What follows belongs to an exercise in optimizing a design on an open flow for small area, a short achievable clock period and few clock cycles per item; a production flow would make more cautious choices.
Only simulation tests tie the RTL to the original design; equivalence was not proved.

==> inputs of 09-21 <==
==> flow/design.v <==
module hyperbolic_exp_cordic (
    input rstn,
    input clk,
    input signed [NUM_W - 1:0] z0,
    input in_valid,
    output in_ready,
    output reg signed [NUM_W - 1:0] w,
    output reg out_valid,
    input out_ready
);
    localparam NUM_W = 16;
    wire adv = !out_valid || out_ready;
    assign in_ready = adv;
    reg v0;
    reg [15:0] z_0;
    reg [3:0] dc_0;   
    wire [14:0] s0_u = z0[14:0] ^ {15{z0[15]}};
    wire s0_e1 = (s0_u < 15'd9000);
    wire s0_e2 = (s0_e1 ? (s0_u < 15'd4815) : (s0_u < 15'd13185));
    wire s0_e3 = (s0_e1 ? (s0_e2 ? (s0_u < 15'd2756) : (s0_u < 15'd6874)) : (s0_e2 ? (s0_u < 15'd11126) : (s0_u < 15'd15244)));
    wire s0_e4 = (s0_e1 ? (s0_e2 ? (s0_e3 ? (s0_u < 15'd1731) : (s0_u < 15'd3781)) : (s0_e3 ? (s0_u < 15'd5849) : (s0_u < 15'd7899))) : (s0_e2 ? (s0_e3 ? (s0_u < 15'd10101) : (s0_u < 15'd12151)) : (s0_e3 ? (s0_u < 15'd14219) : (s0_u < 15'd16269))));
    always @(posedge clk) if (!rstn) v0 <= 1'b0; else if (adv) v0 <= in_valid;
    always @(posedge clk) if (adv) begin z_0 <= z0; dc_0 <= {s0_e4, s0_e3, s0_e2, s0_e1} ^ {4{z0[15]}}; end
    reg v1;
    reg [4:0] d_1;    
    reg [8:0] y_1;    
    reg ok_1, sg_1;
    wire [15:0] s1_c = (dc_0[3] ? (dc_0[2] ? (dc_0[1] ? (dc_0[0] ? (z_0[15] ? 16'd18318 : 16'd318) : (z_0[15] ? 16'd9948 : 16'd57484)) : (dc_0[0] ? (z_0[15] ? 16'd14200 : 16'd61736) : (z_0[15] ? 16'd5830 : 16'd53366))) : (dc_0[1] ? (dc_0[0] ? (z_0[15] ? 16'd16268 : 16'd63804) : (z_0[15] ? 16'd7898 : 16'd55434)) : (dc_0[0] ? (z_0[15] ? 16'd12150 : 16'd59686) : (z_0[15] ? 16'd3780 : 16'd51316)))) : (dc_0[2] ? (dc_0[1] ? (dc_0[0] ? (z_0[15] ? 16'd16268 : 16'd63804) : (z_0[15] ? 16'd7898 : 16'd55434)) : (dc_0[0] ? (z_0[15] ? 16'd12150 : 16'd59686) : (z_0[15] ? 16'd3780 : 16'd51316))) : (dc_0[1] ? (dc_0[0] ? (z_0[15] ? 16'd14218 : 16'd61754) : (z_0[15] ? 16'd5848 : 16'd53384)) : (dc_0[0] ? (z_0[15] ? 16'd10100 : 16'd57636) : (z_0[15] ? 16'd1730 : 16'd49266)))));
    wire [15:0] s1_y = z_0 + s1_c;
    wire s1_ok = ~|s1_y[15:11];
    always @(posedge clk) if (!rstn) v1 <= 1'b0; else if (adv) v1 <= v0;
    always @(posedge clk) if (adv) begin
        d_1 <= {dc_0, z_0[15]};
        y_1 <= s1_y[9:1];
        ok_1 <= s1_ok;
        sg_1 <= s1_ok ? ~s1_y[10] : s1_y[15];
    end
    reg v2;
    reg [15:0] w_2;
    reg [8:0] d_2;   
    wire [10:0] s2_d = ok_1 ? {y_1[0], ~y_1[0], ~y_1[1], ~y_1[2], ~y_1[3], ~y_1[4], ~y_1[5], ~y_1[6], ~y_1[7], ~y_1[8], sg_1} : {11{sg_1}};   
    wire [15:0] s2_w = (s2_d[1] ? (s2_d[0] ? (d_1[4] ? (d_1[3] ? (d_1[2] ? (d_1[1] ? (d_1[0] ? 16'd5443 : 16'd16324) : (d_1[0] ? 16'd9070 : 16'd27208)) : (d_1[1] ? (d_1[0] ? 16'd6996 : 16'd20988) : (d_1[0] ? 16'd11659 : 16'd34977))) : (d_1[2] ? (d_1[1] ? (d_1[0] ? 16'd6167 : 16'd18500) : (d_1[0] ? 16'd10279 : 16'd30833)) : (d_1[1] ? (d_1[0] ? 16'd7929 : 16'd23785) : (d_1[0] ? 16'd13214 : 16'd39640)))) : (d_1[3] ? (d_1[2] ? (d_1[1] ? (d_1[0] ? 16'd6168 : 16'd18500) : (d_1[0] ? 16'd10279 : 16'd30833)) : (d_1[1] ? (d_1[0] ? 16'd7930 : 16'd23786) : (d_1[0] ? 16'd13214 : 16'd39640))) : (d_1[2] ? (d_1[1] ? (d_1[0] ? 16'd6989 : 16'd20966) : (d_1[0] ? 16'd11649 : 16'd34943)) : (d_1[1] ? (d_1[0] ? 16'd8985 : 16'd26955) : (d_1[0] ? 16'd14975 : 16'd44925))))) : (d_1[4] ? (d_1[3] ? (d_1[2] ? (d_1[1] ? (d_1[0] ? 16'd5794 : 16'd17376) : (d_1[0] ? 16'd9654 : 16'd28962)) : (d_1[1] ? (d_1[0] ? 16'd7447 : 16'd22341) : (d_1[0] ? 16'd12411 : 16'd37233))) : (d_1[2] ? (d_1[1] ? (d_1[0] ? 16'd6564 : 16'd19693) : (d_1[0] ? 16'd10941 : 16'd32822)) : (d_1[1] ? (d_1[0] ? 16'd8439 : 16'd25319) : (d_1[0] ? 16'd14066 : 16'd42198)))) : (d_1[3] ? (d_1[2] ? (d_1[1] ? (d_1[0] ? 16'd6565 : 16'd19693) : (d_1[0] ? 16'd10941 : 16'd32822)) : (d_1[1] ? (d_1[0] ? 16'd8440 : 16'd25320) : (d_1[0] ? 16'd14066 : 16'd42198))) : (d_1[2] ? (d_1[1] ? (d_1[0] ? 16'd7439 : 16'd22318) : (d_1[0] ? 16'd12399 : 16'd37197)) : (d_1[1] ? (d_1[0] ? 16'd9564 : 16'd28693) : (d_1[0] ? 16'd15939 : 16'd47823)))))) : (s2_d[0] ? (d_1[4] ? (d_1[3] ? (d_1[2] ? (d_1[1] ? (d_1[0] ? 16'd5615 : 16'd16842) : (d_1[0] ? 16'd9356 : 16'd28070)) : (d_1[1] ? (d_1[0] ? 16'd7218 : 16'd21654) : (d_1[0] ? 16'd12029 : 16'd36087))) : (d_1[2] ? (d_1[1] ? (d_1[0] ? 16'd6361 : 16'd19086) : (d_1[0] ? 16'd10605 : 16'd31811)) : (d_1[1] ? (d_1[0] ? 16'd8179 : 16'd24539) : (d_1[0] ? 16'd13632 : 16'd40898)))) : (d_1[3] ? (d_1[2] ? (d_1[1] ? (d_1[0] ? 16'd6362 : 16'd19086) : (d_1[0] ? 16'd10605 : 16'd31811)) : (d_1[1] ? (d_1[0] ? 16'd8180 : 16'd24540) : (d_1[0] ? 16'd13632 : 16'd40898))) : (d_1[2] ? (d_1[1] ? (d_1[0] ? 16'd7209 : 16'd21630) : (d_1[0] ? 16'd12017 : 16'd36051)) : (d_1[1] ? (d_1[0] ? 16'd9269 : 16'd27809) : (d_1[0] ? 16'd15449 : 16'd46351))))) : (d_1[4] ? (d_1[3] ? (d_1[2] ? (d_1[1] ? (d_1[0] ? 16'd5976 : 16'd17926) : (d_1[0] ? 16'd9960 : 16'd29880)) : (d_1[1] ? (d_1[0] ? 16'd7683 : 16'd23049) : (d_1[0] ? 16'd12805 : 16'd38415))) : (d_1[2] ? (d_1[1] ? (d_1[0] ? 16'd6772 : 16'd20317) : (d_1[0] ? 16'd11287 : 16'd33862)) : (d_1[1] ? (d_1[0] ? 16'd8705 : 16'd26121) : (d_1[0] ? 16'd14512 : 16'd43536)))) : (d_1[3] ? (d_1[2] ? (d_1[1] ? (d_1[0] ? 16'd6773 : 16'd20317) : (d_1[0] ? 16'd11287 : 16'd33862)) : (d_1[1] ? (d_1[0] ? 16'd8706 : 16'd26122) : (d_1[0] ? 16'd14512 : 16'd43536))) : (d_1[2] ? (d_1[1] ? (d_1[0] ? 16'd7675 : 16'd23026) : (d_1[0] ? 16'd12791 : 16'd38377)) : (d_1[1] ? (d_1[0] ? 16'd9866 : 16'd29603) : (d_1[0] ? 16'd16445 : 16'd49341)))))));
    always @(posedge clk) if (!rstn) v2 <= 1'b0; else if (adv) v2 <= v1;
    always @(posedge clk) if (adv) begin w_2 <= s2_w; d_2 <= s2_d[10:2]; end
    reg v3;
    reg [15:0] w_3;
    reg [7:0] d_3;
    always @(posedge clk) if (!rstn) v3 <= 1'b0; else if (adv) v3 <= v2;
    always @(posedge clk) if (adv) begin w_3 <= w_2 + ({16{d_2[0]}} ^ (w_2 >> 7)) + d_2[0]; d_3 <= d_2[8:1]; end
    reg v4;
    reg [15:0] w_4;
    reg [6:0] d_4;
    always @(posedge clk) if (!rstn) v4 <= 1'b0; else if (adv) v4 <= v3;
    always @(posedge clk) if (adv) begin w_4 <= w_3 + ({16{d_3[0]}} ^ (w_3 >> 8)) + d_3[0]; d_4 <= d_3[7:1]; end
    reg v5;
    reg [15:0] w_5;
    reg [5:0] d_5;
    always @(posedge clk) if (!rstn) v5 <= 1'b0; else if (adv) v5 <= v4;
    always @(posedge clk) if (adv) begin w_5 <= w_4 + ({16{d_4[0]}} ^ (w_4 >> 9)) + d_4[0]; d_5 <= d_4[6:1]; end
    reg v6;
    reg [15:0] w_6;
    reg [4:0] d_6;
    always @(posedge clk) if (!rstn) v6 <= 1'b0; else if (adv) v6 <= v5;
    always @(posedge clk) if (adv) begin w_6 <= w_5 + ({16{d_5[0]}} ^ (w_5 >> 10)) + d_5[0]; d_6 <= d_5[5:1]; end
    reg v7;
    reg [15:0] w_7;
    reg [3:0] d_7;
    always @(posedge clk) if (!rstn) v7 <= 1'b0; else if (adv) v7 <= v6;
    always @(posedge clk) if (adv) begin w_7 <= w_6 + ({16{d_6[0]}} ^ (w_6 >> 11)) + d_6[0]; d_7 <= d_6[4:1]; end
    reg v8;
    reg [15:0] w_8;
    reg [2:0] d_8;
    always @(posedge clk) if (!rstn) v8 <= 1'b0; else if (adv) v8 <= v7;
    always @(posedge clk) if (adv) begin w_8 <= w_7 + ({16{d_7[0]}} ^ (w_7 >> 12)) + d_7[0]; d_8 <= d_7[3:1]; end
    reg v9;
    reg [15:0] w_9;
    reg [1:0] d_9;
    always @(posedge clk) if (!rstn) v9 <= 1'b0; else if (adv) v9 <= v8;
    always @(posedge clk) if (adv) begin w_9 <= w_8 + ({16{d_8[0]}} ^ (w_8 >> 13)) + d_8[0]; d_9 <= d_8[2:1]; end
    reg v10;
    reg [15:0] w_10;
    reg [0:0] d_10;
    always @(posedge clk) if (!rstn) v10 <= 1'b0; else if (adv) v10 <= v9;
    always @(posedge clk) if (adv) begin w_10 <= w_9 + ({16{d_9[0]}} ^ (w_9 >> 13)) + d_9[0]; d_10 <= d_9[1:1]; end
    always @(posedge clk) if (!rstn) out_valid <= 1'b0; else if (adv) out_valid <= v10;
    always @(posedge clk) if (adv) w <= w_10 + ({16{d_10[0]}} ^ (w_10 >> 14)) + d_10[0];
endmodule
==> flow/flow/run.sh <==
#!/bin/bash
# Standard layout, except that the resizer may swap cells for ones with a
# different footprint (the platform sets MATCH_CELL_FOOTPRINT=1), so the port
# buffers and other cells on critical paths can be upsized freely.
set -euo pipefail
bash standard.sh MATCH_CELL_FOOTPRINT=0 finish > standard.log 2>&1
==> flow/standard.sh <==
#!/bin/bash
# synth_recipe.tcl (not shown) runs the flow's synth.tcl, then flattens the netlist and writes it again
# the make line also repeats each setting of config.mk as NAME=value (left out here)
make -C /OpenROAD-flow-scripts/flow DESIGN_CONFIG=/design/flow/config.mk WORK_HOME=/design/flow/orfs CLKGATE_MAP_FILE= SYNTH_SCRIPT=/design/flow/synth_recipe.tcl "${@:-finish}"
==> flow/config.mk <==
export PLATFORM = sky130hd
export DESIGN_NAME = hyperbolic_exp_cordic
export DESIGN_NICKNAME = hyperbolic_exp_cordic
export VERILOG_FILES = /design/flow/design.v
export SDC_FILE = /design/flow/constraint.sdc
export NUM_CORES = 4
export LEC_CHECK = 0
export ABC_AREA = 1
export CAP_MARGIN = 20
export CORE_MARGIN = 2
export CORE_UTILIZATION = 40
export SETUP_SLACK_MARGIN = 2.5
export SLEW_MARGIN = 20
==> flow/constraint.sdc <==
create_clock -name core_clock -period 5.5 [get_ports {clk}]
set_input_delay 1.1000 -clock core_clock [delete_from_list [all_inputs] [get_ports {clk}]]
set_output_delay 1.1000 -clock core_clock [all_outputs]
set_load 0.01 [all_outputs]
==> 03-16: changes against 09-21 <==
==> flow/flow/run.sh (replaced) <==
#!/bin/bash
# Standard layout, except that every port gets a sky130_fd_sc_hd__buf_2 as its
# buffer instead of the default delay buffer.
set -euo pipefail
bash standard.sh "BUFFER_PORTS_ARGS=-buffer_cell sky130_fd_sc_hd__buf_2" finish > standard.log 2>&1
--- a/flow/config.mk
+++ b/flow/config.mk
@@ -9,5 +9,7 @@
 export CAP_MARGIN = 20
 export CORE_MARGIN = 2
 export CORE_UTILIZATION = 40
+export CTS_CLUSTER_DIAMETER = 100
+export CTS_CLUSTER_SIZE = 30
 export SETUP_SLACK_MARGIN = 2.5
 export SLEW_MARGIN = 20
==> impl_metrics.toml <==
[clock_network]
cts_resized = 20

[critical_path]
worstSetupStartpointType = "input pin"
endpoint_kind = "output pin"
ff2ff_setup_slack_ns = 2.63

[grt]
met1_usage_pct = 23.9
use_met3_pct = 2.88
grt_pass1_vias = 13000

[status]
status = "timing/DRC/antenna clean"

[routing]
drt-met1-wl_mm = 18.6

[placed_design]
gp_congestion = 0.987
[end of results for 03-16]
==> impl_metrics.toml <==
[critical_path]
worstSetupStartpointType = "register"
cp_data_required_time_ns = 5.76
ff2ff_setup_slack_ns = 2.59
endpoint_kind = "register"

[grt]
use_met3_pct = 2.08
grt_pass1_vias = 13300
met1_usage_pct = 24.2

[routing]
drt-met1-wl_mm = 18.8

[status]
status = "timing/DRC/antenna clean"

[placed_design]
gp_congestion = 0.929

[final_layout]
multi_input_area_share_pct = 45.7

[clock_network]
cts_resized = 23

[floorplan]
die_area_sq_um = 44700
[end of results for 09-21]
Testbench counts of 09-21, summed over its fixed seeds: cycles 1,120, items 1,024.
Testbench counts of 03-16, summed over its fixed seeds: cycles 1,120, items 1,024.

* * *

==> job 9581: inputs <==
Starts from the design.v that is shown in full above.
Settings: LEC_CHECK=0, CAP_MARGIN=20, CORE_MARGIN=2, CORE_UTILIZATION=40, SETUP_SLACK_MARGIN=2.5, SLEW_MARGIN=20; clock period 5.5 ns.
run.sh (not shown) runs the stock make flow with config.mk's settings and CLKGATE_MAP_FILE= SYNTH_SCRIPT=/design/flow/synth_recipe.tcl, a recipe that flattens the netlist after the stock synthesis.
Stock flow here: none of the scripts above is used.
==> job 7707 (differences from job 9581) <==
--- a/flow/config.mk
+++ b/flow/config.mk
@@ -6,7 +6,10 @@
 export NUM_CORES = 4
 export LEC_CHECK = 0
+export ABC_AREA = 1
 export CAP_MARGIN = 20
 export CORE_MARGIN = 2
 export CORE_UTILIZATION = 40
+export CTS_CLUSTER_DIAMETER = 100
+export CTS_CLUSTER_SIZE = 30
 export SETUP_SLACK_MARGIN = 2.5
 export SLEW_MARGIN = 20
==> job 6457 (differences from job 9581) <==
--- a/flow/config.mk
+++ b/flow/config.mk
@@ -6,7 +6,10 @@
 export NUM_CORES = 4
 export LEC_CHECK = 0
+export ABC_AREA = 1
 export CAP_MARGIN = 20
 export CORE_MARGIN = 2
-export CORE_UTILIZATION = 40
+export CORE_UTILIZATION = 50
+export CTS_CLUSTER_DIAMETER = 100
+export CTS_CLUSTER_SIZE = 30
 export SETUP_SLACK_MARGIN = 2.5
 export SLEW_MARGIN = 20
==> qor summary <==
quantity                                                             job 6457    job 9581    job 7707
Most frequent cell after synthesis                                    nand2_1    edfxtp_1     nand2_1
Worst setup slack for register-to-register paths                      2.51 ns     2.08 ns     2.63 ns
DRT iter0 DRCs                                                           1059        1229        1188
Outcome                                              timing/DRC/antenna clean  timing/DRC/antenna clean  timing/DRC/antenna clean
Transition time of the tightest slew-check pin                        1.10 ns     1.03 ns     1.03 ns
Reg-to-Reg End                                                           sg_1        sg_1      w_2[9]
Final standard cell count with taps included and fillers excluded        2449        2620        2542
Vertical die dimension                                                 190 um      216 um      212 um
Area of the die                                                     36000 um2   46800 um2   44700 um2
Worst relative slew slack                                               26.6%       31.2%       31.3%
Total length of routed wires                                         40700 um    46900 um    41500 um
Number of filler cells placed in the layout                              2962        3951        4138
HPWL reported at the end of detailed placement                       29200 um    29200 um    30000 um
Testbench counts of job 9581, summed over its fixed seeds: cycles 1,120, items 1,024.
Testbench counts of job 7707, summed over its fixed seeds: cycles 1,120, items 1,024.
Testbench counts of job 6457, summed over its fixed seeds: cycles 1,120, items 1,024.

-- what the ideal ports hide --
Ports are ideal in the flow. The routed layouts listed here were re-timed in OpenROAD.
Step 1 sets driving cells, clkbuf_16 on the clock port and buf_2 on the other inputs (assumed; they add their load-dependent delay and slew).
Step 2 times the ports against the registers' clock, not the clock port: input delays grow and output delays shrink by t, the midpoint of the rising clock arrivals with the driver on.
Slacks: ideal / step 1 / step 2; pairs: ideal / step 1.
| run | t (ns) | setup WS [ns] | worst setup path after step 2 | worst register clock-pin slew, ns | cell pins on the clock port's net |
|---|---|---|---|---|---|
| 09-21 | 0.587 | 2.590 / 2.590 / 2.026 | input to register | 0.06 / 0.06 | 1 |
| 03-16 | 0.544 | 2.562 / 2.540 / 2.235 | input to register | 0.12 / 0.12 | 1 |
| job 9581 | 0.631 | 2.076 / 2.076 / 1.731 | input to register | 0.06 / 0.06 | 1 |
| job 7707 | 0.538 | 2.631 / 2.631 / 2.152 | input to register | 0.12 / 0.12 | 1 |
| job 6457 | 0.535 | 2.507 / 2.507 / 2.231 | input to register | 0.11 / 0.11 | 1 |
After both steps setup and hold are still met in every run listed. The setup slack of 09-21, which loses most, moves by 0.000 ns with the drivers and by -0.564 ns with both steps.
